From an optimization exercise on the open Yosys and OpenROAD flow, aimed at small area, a short achievable clock period and few clock cycles; shortcuts taken in it are not production practice.
Where RTL was checked, it was by simulation tests only, not by an equivalence proof against the original.

==> flow/design.v <==
module BCDUnitAdder (input  [3:0] A,
                     input  [3:0] B,
                     input        Cin,
                     output [3:0] Sum,
                     output       Carry);
    wire [4:0] bin = A + B + Cin;
    assign Carry = (bin > 5'd9);
    assign Sum   = Carry ? (bin[3:0] + 4'd6) : bin[3:0];
endmodule
module BCDAdder #(parameter SIZE = 8)
                 (input [SIZE*4-1:0] A,
                  input [SIZE*4-1:0] B,
                  output [SIZE*4-1:0] Answer);
    wire [SIZE-1:0] carry;
    genvar i;
    BCDUnitAdder A0(
        .A(A[3:0]),
        .B(B[3:0]),
        .Cin(0),
        .Sum(Answer[3:0]),
        .Carry(carry[0])
    );
    for (i=1;i<SIZE;i=i+1)begin
        BCDUnitAdder unit(
        .A(A[4*i+:4]),
        .B(B[4*i+:4]),
        .Cin(carry[i-1]),
        .Sum(Answer[4*i+:4]),
        .Carry(carry[i])
    );
    end
endmodule
module md5_s1 (
    input  [3:0]  fs,
    input  [1:0]  fine,
    input  [31:0] P,
    input  [31:0] B,
    input  [31:0] C,
    input  [31:0] D,
    output [31:0] S
);
    wire [31:0] F = ({32{fs[0]}} & ((B & C) | (~B & D)))
                  | ({32{fs[1]}} & ((D & B) | (~D & C)))
                  | ({32{fs[2]}} & (B ^ C ^ D))
                  | ({32{fs[3]}} & (C ^ (B | ~D)));
    wire [31:0] T;
    add32 add (.x(P), .y(F), .s(T));
    reg [31:0] t1;
    always @(*) begin
        case (fine)
            2'd0: t1 = {T[27:0], T[31:28]};
            2'd1: t1 = {T[26:0], T[31:27]};
            2'd2: t1 = {T[25:0], T[31:26]};
            default: t1 = {T[24:0], T[31:25]};
        endcase
    end
    assign S = t1;
endmodule
module md5_s2 (
    input  [3:0]  coarse,    
    input  [31:0] S,
    input  [31:0] B,
    output [31:0] Q
);
    wire [31:0] t2 = ({32{coarse[0]}} & S)
                   | ({32{coarse[1]}} & {S[26:0], S[31:27]})
                   | ({32{coarse[2]}} & {S[21:0], S[31:22]})
                   | ({32{coarse[3]}} & {S[15:0], S[31:16]});
    add32 add (.x(B), .y(t2), .s(Q));
endmodule
module md5_tab (
    input  [5:0]  r,
    output [31:0] kw2,
    output [1:0]  fine
);
    localparam [2047:0] KW2 = 2048'h18f7e786079ad4a8eb86d3912ad7d33bbd3af235f7537e824e0811a1a3014314fe2ce6e06fa87e4fb5b48e01ffeff47d8f0ccc92655b59c3fc93a039ab9423e7432aff9724595274c4ac56e51fa27cf8e6db99e5d9d4d03904881d05d4ef30851ad1582a289b7ec6bebfbc70f6bb4b604bdecfa9d4ef1a74fde5384c6d9d61228771f681fffa39428d2a4c8a676f02d9fcefa478a9e3e905455a14edf4d50d87c337081621e1cde6e7d3fbc8d8a1e68102441453d62f105d19e6f7da265e5a51c040b340264e559249b40821a67943cefd9871936b901122895cd7beffff5bb18b44f7af698098d8fd469501a83046134787c62af57c0fafc1bdceee2420715b;
    localparam [127:0] FR = 128'b01010110010101100101011001010110111010001110100011101000111010000000000100000001000000010000000110111111101111111011111110111111;
    assign kw2 = KW2[32*r +: 32];
    assign fine = FR[2*r +: 2];
endmodule
module add32 (
    input  [31:0] x,
    input  [31:0] y,
    output [31:0] s
);
    reg [31:0] G, P;
    integer i, l, d;
    always @(*) begin
        G = x & y;
        P = x ^ y;
        for (l = 0; l < 5; l = l + 1) begin
            d = 1 << l;
            for (i = 0; i < 32; i = i + 1)
                if (((i + 1) % (2 * d)) == 0) begin
                    G[i] = G[i] | (P[i] & G[i - d]);
                    P[i] = P[i] & P[i - d];
                end
        end
        for (l = 3; l >= 0; l = l - 1) begin
            d = 1 << l;
            for (i = 0; i < 32; i = i + 1)
                if (((i + 1) % (2 * d)) == d && i >= 2 * d) begin
                    G[i] = G[i] | (P[i] & G[i - d]);
                    P[i] = P[i] & P[i - d];
                end
        end
    end
    assign s = (x ^ y) ^ {G[30:0], 1'b0};
endmodule
module crack_partial(
    input clk,
    input rst_n,
    input [31:0]lower_bound,
    input [31:0]upper_bound,
    input [127:0]hash_answer,
    output [31:0]answer,
    output reg answer_found,
    output reg done);
    localparam [31:0] H0 = 32'h67452301;
    localparam [31:0] H1 = 32'hefcdab89;
    localparam [31:0] H2 = 32'h98badcfe;
    localparam [31:0] H3 = 32'h10325476;
    localparam [31:0] KW0 = 32'h6edff7a9;
    localparam [31:0] KW1 = 32'h18f7e786;
    function [31:0] sum_eq_bits;
        input [31:0] x, y, z;
        reg [32:0] c;
        integer k;
        begin
            c[0] = 1'b0;
            for (k = 0; k < 32; k = k + 1)
                c[k+1] = (x[k] & y[k]) | ((x[k] ^ y[k]) & ~z[k]);
            sum_eq_bits = ~(x ^ y ^ z ^ c[31:0]);
        end
    endfunction
    function [31:0] bswap;
        input [31:0] x;
        bswap = {x[7:0], x[15:8], x[23:16], x[31:24]};
    endfunction
    function [31:0] bcd_inc;
        input [31:0] x;
        reg cy;
        integer k;
        begin
            cy = 1'b1;
            for (k = 0; k < 8; k = k + 1) begin
                if (cy) bcd_inc[4*k +: 4] = (x[4*k +: 4] == 4'd9) ? 4'd0 : x[4*k +: 4] + 4'd1;
                else    bcd_inc[4*k +: 4] = x[4*k +: 4];
                cy = cy & (x[4*k +: 4] == 4'd9);
            end
        end
    endfunction
    function [31:0] w0d;
        input [31:0] x;
        w0d = {4'd0, x[19:16], 4'd0, x[23:20], 4'd0, x[27:24], 4'd0, x[31:28]};
    endfunction
    function [31:0] w1d;
        input [31:0] x;
        w1d = {4'd0, x[3:0], 4'd0, x[7:4], 4'd0, x[11:8], 4'd0, x[15:12]};
    endfunction
    reg [31:0] aP, aB, aC, aD;   
    reg [31:0] akw;              
    reg [1:0]  awsel;            
    reg [5:0]  ar;               
    reg [3:0]  afs;              
    reg [31:0] acand;            
    reg        arun, apend, avfy, avm;
    reg [31:0] kP, kB, kC;       
    reg [31:0] S;                
    reg [5:0]  kr;
    reg [3:0]  kco;              
    reg [31:0] kcand;
    reg        krun, kpend, kvfy, kvm;
    reg [7:0]  kmn;              
    reg [31:0] nx;               
    reg        exh;              
    wire [31:0] kw2_unused;
    wire [1:0]  fine_n;
    md5_tab tab1 (.r(ar), .kw2(kw2_unused), .fine(fine_n));
    wire [31:0] S_n;
    md5_s1 s1 (.fs(afs), .fine(fine_n), .P(aP), .B(aB), .C(aC), .D(aD), .S(S_n));
    wire [31:0] wd = awsel[0] ? w0d(acand) : awsel[1] ? w1d(acand) : 32'd0;
    wire [31:0] ps = aD ^ akw ^ wd;
    wire [31:0] pc = (aD & akw) | (aD & wd) | (akw & wd);
    wire [31:0] P_n;
    add32 padd (.x(ps), .y({pc[30:0], 1'b0}), .s(P_n));
    reg [31:0] hc;
    always @(*) begin
        case (ar[1:0])
            2'd1: hc = H0;
            2'd2: hc = H3;
            2'd3: hc = H2;
            default: hc = H1;
        endcase
    end
    reg [31:0] hw;
    always @(*) begin
        case (ar[1:0])
            2'd1: hw = bswap(hash_answer[127:96]);
            2'd2: hw = bswap(hash_answer[31:0]);
            2'd3: hw = bswap(hash_answer[63:32]);
            default: hw = bswap(hash_answer[95:64]);
        endcase
    end
    wire [31:0] mb = sum_eq_bits(aB, hc, hw);
    wire [7:0] mn_n = {&mb[31:28], &mb[27:24], &mb[23:20], &mb[19:16],
                       &mb[15:12], &mb[11:8], &mb[7:4], &mb[3:0]};
    wire [31:0] Q;
    md5_s2 s2 (.coarse(kco), .S(S), .B(kB), .Q(Q));
    wire [31:0] kw2_n;
    wire [1:0]  fine_unused;
    md5_tab tab2 (.r(kr), .kw2(kw2_n), .fine(fine_unused));
    wire km      = &kmn;
    wire chk61   = krun & ~kvfy & (kr == 6'd61);
    wire fin     = krun & kvfy & (kr == 6'd0);
    wire fail    = (chk61 & ~km) | (fin & ~(kvm & km));
    wire hit     = fin & kvm & km;
    wire need    = fail | kpend;
    wire restart = need & ~exh & ~done;
    wire a_alive = restart | (krun & ~need);
    wire k_alive = arun | apend;
    wire [5:0] r1 = kr + 6'd1;
    reg  [3:0] fs_n;
    always @(*) begin
        case (r1[5:4])
            2'd0: fs_n = 4'b0001;
            2'd1: fs_n = 4'b0010;
            2'd2: fs_n = 4'b0100;
            default: fs_n = 4'b1000;
        endcase
    end
    wire [1:0] wsel_n = {kr == 6'd14 || kr == 6'd34 || kr == 6'd53,
                         kr == 6'd17 || kr == 6'd39 || kr == 6'd46};
    always @(posedge clk) begin
        S <= S_n;
        kP <= P_n;
        kB <= aB;
        kC <= aC;
        kr <= ar;
        kco <= 4'b0001 << ar[1:0];
        kvfy <= avfy;
        kvm <= avm;
        kmn <= mn_n;
        if (restart) begin
            aP <= KW0 + w0d(nx);
            aB <= H1;
            aC <= H2;
            aD <= H3;
            ar <= 6'd0;
            afs <= 4'b0001;
            akw <= KW1;
            awsel <= 2'b10;
            avfy <= 1'b0;
        end else begin
            aP <= kP;
            aB <= Q;
            aC <= kB;
            aD <= kC;
            ar <= r1;
            afs <= fs_n;
            akw <= kw2_n;
            awsel <= wsel_n;
            avfy <= kvfy | chk61;
        end
        avm <= (kr == 6'd62) ? km : (kvm & km);
        acand <= restart ? nx : kcand;
        kcand <= acand;
    end
    always @(posedge clk) begin
        if (!rst_n) begin
            nx <= lower_bound;
            exh <= lower_bound > upper_bound;
            arun <= 1'b0;
            krun <= 1'b0;
            apend <= 1'b1;
            kpend <= 1'b1;
            done <= 1'b0;
            answer_found <= 1'b0;
        end else begin
            if (restart) nx <= bcd_inc(nx);
            if (restart && nx == upper_bound) exh <= 1'b1;
            else if (hit & ~done) nx <= kcand;
            arun <= a_alive;
            apend <= 1'b0;
            krun <= arun;
            kpend <= apend;
            if (!done) begin
                done <= hit | (~a_alive & ~k_alive);
                answer_found <= hit;
            end
        end
    end
    assign answer = nx;
endmodule
Settings: LEC_CHECK=0, ABC_AREA=1, CAP_MARGIN=5, CORE_MARGIN=2, CORE_UTILIZATION=40, CTS_CLUSTER_DIAMETER=150, CTS_CLUSTER_SIZE=25, SLEW_MARGIN=5, TNS_END_PERCENT=0; clock period 12.0 ns.
standard.sh (not shown) runs the stock make flow with config.mk's settings and CLKGATE_MAP_FILE= SYNTH_SCRIPT=/design/flow/synth_recipe.tcl, a recipe that flattens the netlist after the stock synthesis.
==> flow/flow/run.sh <==
#!/bin/bash
# Layout flow: the standard flow, with two changes after synthesis:
#  - repair_timing aims for a larger setup slack than the flow settings allow
#    (flow/margin.txt, ns), so that the resizer speeds the design up beyond
#    the clock period (which stays the design's);
#  - the buffer that every input and output port gets is a plain buf_1
#    rather than the delay cell buffer_ports picks by default.
set -euo pipefail
MARGIN=$(cat flow/margin.txt)
bash standard.sh synth > synth.log 2>&1
sed "s/\"\\\${@:-finish}\"/SETUP_SLACK_MARGIN=${MARGIN} \"\${@:-finish}\"/" standard.sh > standard_margin.sh
grep -q "SETUP_SLACK_MARGIN=${MARGIN}" standard_margin.sh
export BUFFER_PORTS_ARGS="-buffer_cell sky130_fd_sc_hd__buf_1"
bash standard_margin.sh finish > layout.log 2>&1
==> flow/flow/margin.txt <==
8.5
The first run went through all stages and came out clean.
Change:
--- a/flow/design.v
+++ b/flow/design.v
@@ -122,7 +122,7 @@
     localparam [31:0] H3 = 32'h10325476;
     localparam [31:0] KW0 = 32'h6edff7a9;
     localparam [31:0] KW1 = 32'h18f7e786;
-    function [31:0] sum_eq_bits;
+    function sum_eq;
         input [31:0] x, y, z;
         reg [32:0] c;
         integer k;
@@ -130,7 +130,7 @@
             c[0] = 1'b0;
             for (k = 0; k < 32; k = k + 1)
                 c[k+1] = (x[k] & y[k]) | ((x[k] ^ y[k]) & ~z[k]);
-            sum_eq_bits = ~(x ^ y ^ z ^ c[31:0]);
+            sum_eq = &(~(x ^ y ^ z ^ c[31:0]));
         end
     endfunction
     function [31:0] bswap;
@@ -171,9 +171,10 @@
     reg [3:0]  kco;              
     reg [31:0] kcand;
     reg        krun, kpend, kvfy, kvm;
-    reg [7:0]  kmn;              
+    reg        km;               
     reg [31:0] nx;               
-    reg        exh;              
+    reg [31:0] ub;               
+    reg [31:0] hsel;             
     wire [31:0] kw2_unused;
     wire [1:0]  fine_n;
     md5_tab tab1 (.r(ar), .kw2(kw2_unused), .fine(fine_n));
@@ -193,29 +194,18 @@
             default: hc = H1;
         endcase
     end
-    reg [31:0] hw;
-    always @(*) begin
-        case (ar[1:0])
-            2'd1: hw = bswap(hash_answer[127:96]);
-            2'd2: hw = bswap(hash_answer[31:0]);
-            2'd3: hw = bswap(hash_answer[63:32]);
-            default: hw = bswap(hash_answer[95:64]);
-        endcase
-    end
-    wire [31:0] mb = sum_eq_bits(aB, hc, hw);
-    wire [7:0] mn_n = {&mb[31:28], &mb[27:24], &mb[23:20], &mb[19:16],
-                       &mb[15:12], &mb[11:8], &mb[7:4], &mb[3:0]};
+    wire m_n = sum_eq(aB, hc, hsel);
     wire [31:0] Q;
     md5_s2 s2 (.coarse(kco), .S(S), .B(kB), .Q(Q));
     wire [31:0] kw2_n;
     wire [1:0]  fine_unused;
     md5_tab tab2 (.r(kr), .kw2(kw2_n), .fine(fine_unused));
-    wire km      = &kmn;
     wire chk61   = krun & ~kvfy & (kr == 6'd61);
     wire fin     = krun & kvfy & (kr == 6'd0);
     wire fail    = (chk61 & ~km) | (fin & ~(kvm & km));
     wire hit     = fin & kvm & km;
     wire need    = fail | kpend;
+    wire exh     = nx > ub;
     wire restart = need & ~exh & ~done;
     wire a_alive = restart | (krun & ~need);
     wire k_alive = arun | apend;
@@ -240,7 +230,14 @@
         kco <= 4'b0001 << ar[1:0];
         kvfy <= avfy;
         kvm <= avm;
-        kmn <= mn_n;
+        km <= m_n;
+        ub <= upper_bound;
+        case (kr[1:0])
+            2'd0: hsel <= bswap(hash_answer[127:96]);
+            2'd1: hsel <= bswap(hash_answer[31:0]);
+            2'd2: hsel <= bswap(hash_answer[63:32]);
+            default: hsel <= bswap(hash_answer[95:64]);
+        endcase
         if (restart) begin
             aP <= KW0 + w0d(nx);
             aB <= H1;
@@ -269,7 +266,6 @@
     always @(posedge clk) begin
         if (!rst_n) begin
             nx <= lower_bound;
-            exh <= lower_bound > upper_bound;
             arun <= 1'b0;
             krun <= 1'b0;
             apend <= 1'b1;
@@ -278,7 +274,6 @@
             answer_found <= 1'b0;
         end else begin
             if (restart) nx <= bcd_inc(nx);
-            if (restart && nx == upper_bound) exh <= 1'b1;
             else if (hit & ~done) nx <= kcand;
             arun <= a_alive;
             apend <= 1'b0;
The changed run passed the timing, design-rule and antenna checks.
Hold slack is about the same.
Global-route usage is lower by 0.16 points.
Utilization hardly moves.
Wire length hardly moves.
Via count is lower by 2.4%.
Flip-flop and latch count is higher by 56.
Die area is higher by 1.1%.
Testbench counts after the change, summed over its fixed seeds: cycles 82,876.
Function not checked in the first run of this note: the RTL went through the layout flow alone.

afterwards: timing with drivers on the ports:
The results above use ideal ports. As a check the final layouts listed here were re-extracted and re-timed, cells and wires unchanged. Step 1: set_driving_cell puts a clkbuf_16 on clk and a buf_2 on each other input, an assumption about the parent block. Step 2, shift: input delay + t, output delay - t, t = (earliest + latest rising clock arrival at the registers) / 2. This alone moves slack from input paths to output paths. Three values: ideal, step 1, step 2; two values: the first two.
run | shift t [ns] | setup slack, ns | latest minus earliest clock arrival (ns)
the first run | 0.631 | 8.346 / 8.284 / 7.826 | 0.023 / 0.023
the second run | 0.641 | 8.382 / 8.317 / 8.036 | 0.033 / 0.033
After both steps setup and hold are still met in every run listed. For the first run, which loses most, drivers alone change the setup slack by -0.062 ns; drivers and shift together by -0.520 ns.
